Context: an optimization exercise on an open-source flow, tuned for small area and a short achievable clock period. The choices shown serve that exercise and are no tape-out recipe. Where RTL was checked, it was by simulation tests only, not by an equivalence proof against the original. Power figures rest on the tool's default switching activity, not on a simulated workload.

== lane 1 ==
==> flow/design.v (excerpt) <==
module fpm(
    input [32:1] a,
    input [32:1] b,
    input clk,
    input rst,
    input in_valid,
    output [32:1] c,
    output out_valid
    );
==> flow/config.mk <==
export PLATFORM = sky130hd
export DESIGN_NAME = fpm
export DESIGN_NICKNAME = fpm
export VERILOG_FILES = /design/flow/design.v
export SDC_FILE = /design/flow/constraint.sdc
export NUM_CORES = 4
export LEC_CHECK = 0
export CAP_MARGIN = 50
export CORE_MARGIN = 2
export CORE_UTILIZATION = 60
export CTS_BUF_LIST = sky130_fd_sc_hd__clkbuf_8
export CTS_CLUSTER_DIAMETER = 50
export CTS_CLUSTER_SIZE = 18
export SETUP_SLACK_MARGIN = 2.3
export SLEW_MARGIN = 70
export SYNTH_HIERARCHICAL = 1
export SYNTH_MINIMUM_KEEP_SIZE = 0
export TNS_END_PERCENT = 0
==> flow/constraint.sdc <==
create_clock -name core_clock -period 5.0 [get_ports {clk}]
set_input_delay 1.0000 -clock core_clock [delete_from_list [all_inputs] [get_ports {clk}]]
set_output_delay 1.0000 -clock core_clock [all_outputs]
set_load 0.01 [all_outputs]
standard.sh (not shown) runs the stock make flow with config.mk's settings and CLKGATE_MAP_FILE= SYNTH_SCRIPT=/design/flow/synth_recipe.tcl, a recipe that flattens the netlist after the stock synthesis.
==> flow/flow/run.sh <==
#!/bin/bash
set -euo pipefail
export BUFFER_PORTS_ARGS="-buffer_cell sky130_fd_sc_hd__buf_2"
bash standard.sh > standard.log 2>&1
Lane 1: all stages complete, timing, DRC and antenna checks passed
Relative to lane 1, the following input files were edited for lane 2:
diff --git a/flow/config.mk b/flow/config.mk
--- a/flow/config.mk
+++ b/flow/config.mk
@@ -12,5 +12,5 @@
 export CTS_CLUSTER_DIAMETER = 50
 export CTS_CLUSTER_SIZE = 18
-export SETUP_SLACK_MARGIN = 2.3
+export SETUP_SLACK_MARGIN = 2.45
 export SLEW_MARGIN = 70
 export SYNTH_HIERARCHICAL = 1
--- outcome ---
- Compared with lane 1, in lane 2 via count went up; share of power burned in registers went down.
- Side by side, total power consumption of the routed design turned out higher in lane 2 than in lane 1.
- As far as maximum vdd drop is concerned, lane 2 and lane 1 perform about the same.
- For lane 2, the first element of the critical path was b[7], unlike lane 1, where it was b[6].
No functional check of the RTL was part of any run of this note.

* * *

Setup of north:
fpm, a different RTL version from the one above (not shown whole).
Size: roughly 1700 cells after synthesis, ~280 flip-flops, roughly 100 I/O pins, roughly 0.020 mm2 of cells after synthesis.
## fpm
module fpm(
    input [32:1] a,
    input [32:1] b,
    input clk,
    input rst,
    input in_valid,
    output [32:1] c,
    output out_valid
    );
Settings: LEC_CHECK=0, CAP_MARGIN=50, CORE_MARGIN=2, CORE_UTILIZATION=60, CTS_BUF_LIST=sky130_fd_sc_hd__clkbuf_8, CTS_CLUSTER_DIAMETER=50, CTS_CLUSTER_SIZE=18, SETUP_SLACK_MARGIN=2.7, SLEW_MARGIN=70, SYNTH_HIERARCHICAL=1, SYNTH_MINIMUM_KEEP_SIZE=0, TNS_END_PERCENT=0; clock period 5.0 ns.
==> flow/flow/run.sh <==
#!/bin/bash
set -euo pipefail
export BUFFER_PORTS_ARGS="-buffer_cell sky130_fd_sc_hd__buf_2"
export CTS_ARGS="-sink_clustering_enable -repair_clock_nets -buf_list sky130_fd_sc_hd__clkbuf_8 -sink_clustering_size 18 -sink_clustering_max_diameter 50 -dont_use_dummy_load"
bash standard.sh > standard.log 2>&1
north | stages: all done | timing, DRC, antenna: all pass
Here is what was changed in the inputs of south compared with north.
- swapping 2.7 for 3.0 in SETUP_SLACK_MARGIN
- clearing CTS_BUF_LIST, which used to be sky130_fd_sc_hd__clkbuf_8
- clearing CTS_CLUSTER_SIZE, which used to be 18
- clearing CTS_CLUSTER_DIAMETER, which used to be 50
==> flow/flow/run.sh <==
#!/bin/bash
set -euo pipefail
export BUFFER_PORTS_ARGS="-buffer_cell sky130_fd_sc_hd__buf_2"
bash standard.sh > standard.log 2>&1
==> run summary <==
Higher switching share of total power was reported by north, not south. As of south, count of fill cells added during filler insertion had fallen by a few percent compared to north. south vs north, area share of buffers outside the clock network went up by 0.93 points. Footprint of the multi-input gates: north vs south, no meaningful difference. On maximum frequency from static timing analysis, south does better than north. Comparing setup slack for south and north, the smaller number came from north. south vs north — wire length of the first global-routing pass rose about 3.6%.
> inputs changed (south -> east)
- CTS_CLUSTER_DIAMETER: unset -> 50
- CTS_CLUSTER_SIZE: unset -> 18
- CTS_BUF_LIST: unset -> sky130_fd_sc_hd__clkbuf_8
- SETUP_SLACK_MARGIN: 3.0 -> 2.4
## What came out
Comparing worst setup slack for east and south, the bigger number came from south.
Compare east and south | routing usage on met1 lower: east
Adder-cell area share of the yosys netlist: south vs east — no meaningful difference
south -> east: clock power decreased by more than a quarter
Taking south as the reference point, the non-clock buffer total of the final layout of east falls by 48.
Delta (east minus south): global-route usage now sits lower; multi-input gate share of total cell area increased by 2.2 points relative to the old numbers; length of routed met2 wiring shrank by about 7%; number of gates on the worst path with buffers counted lost 1; shortest clock period the worst path allows after layout went up by 20 ps.

* * *

fpm, a different RTL version from the one above (not shown whole).
For scale: about 1800 cells after synthesis, roughly 390 flip-flops, ~100 I/O pins.
Design fpm, start of the top module:
module fpm(
    input [32:1] a,
    input [32:1] b,
    input clk,
    input rst,
    input in_valid,
    output [32:1] c,
    output out_valid
    );
==> flow/config.mk <==
export PLATFORM = sky130hd
export DESIGN_NAME = fpm
export DESIGN_NICKNAME = fpm
export VERILOG_FILES = /design/flow/design.v
export SDC_FILE = /design/flow/constraint.sdc
export NUM_CORES = 4
export LEC_CHECK = 0
export CAP_MARGIN = 50
export CORE_MARGIN = 2
export CORE_UTILIZATION = 60
export SETUP_SLACK_MARGIN = 2.7
export SLEW_MARGIN = 70
export SYNTH_HIERARCHICAL = 1
export SYNTH_MINIMUM_KEEP_SIZE = 0
export TNS_END_PERCENT = 0
==> flow/constraint.sdc <==
create_clock -name core_clock -period 5.0 [get_ports {clk}]
set_input_delay 1.0000 -clock core_clock [delete_from_list [all_inputs] [get_ports {clk}]]
set_output_delay 1.0000 -clock core_clock [all_outputs]
set_load 0.01 [all_outputs]
==> flow/flow/run.sh <==
#!/bin/bash
set -euo pipefail
export BUFFER_PORTS_ARGS="-buffer_cell sky130_fd_sc_hd__buf_2"
bash standard.sh > standard.log 2>&1
Then changed:
==> flow/run.sh (new file) <==
#!/bin/bash
# synth_recipe.tcl (not shown) runs the flow's synth.tcl, then flattens the netlist and writes it again
# the make line also repeats each setting of config.mk as NAME=value (left out here)
make -C /OpenROAD-flow-scripts/flow DESIGN_CONFIG=/design/flow/config.mk WORK_HOME=/design/flow/orfs CLKGATE_MAP_FILE= SYNTH_SCRIPT=/design/flow/synth_recipe.tcl finish
removed: flow/flow/run.sh
removed: flow/standard.sh
Effect: Setup slack loses 0.011 ns. Final cell count rose by 1.1%. Clock skew fell by 0.024 ns. Wire length rose by 1.5%. Core utilization rose by 1.8 points. Final area rose by 2.4%. Die area stays the same. Total power rose by 0.38%. Non-clock buffer count rose by 31.

-- port drivers added, routing unchanged --
In the flow no input, the clock included, has a driving cell. The finished layouts below were timed again as built, in two steps.
Step 1: set_driving_cell puts a clkbuf_16 on clk and a buf_2 on each other input, an assumption about the parent block.
Step 2 adds t to the input delays and takes it off the output delays; t is the mean of the earliest and latest rising clock arrival at the registers after step 1. Input paths then give back, and output paths get back, about the clock's delay inside the block.
Slacks: ideal ports / drivers / drivers and shift; pairs: ideal ports / drivers.
run	t (ns)	setup slack, ns	worst setup path at the end	worst register clock-pin slew, ns	cell pins on the clock port's net
lane 1	0.610	2.188 / 2.175 / 1.565	input to register	0.10 / 0.10	1
lane 2	0.611	2.329 / 2.215 / 1.605	input to register	0.10 / 0.10	1
north	0.656	2.189 / 2.137 / 1.481	input to register	0.10 / 0.10	1
south	0.647	2.220 / 2.143 / 1.496	input to register	0.07 / 0.07	1
east	0.691	2.200 / 2.096 / 1.406	input to register	0.10 / 0.10	1
the first run of note 3	0.625	2.376 / 2.283 / 1.658	input to register	0.07 / 0.07	1
the second run of note 3	0.621	2.365 / 2.286 / 1.666	input to register	0.06 / 0.06	1
After both steps setup and hold are still met in every run listed. The setup slack of east, which loses most, moves by -0.104 ns with the drivers and by -0.794 ns with both steps.
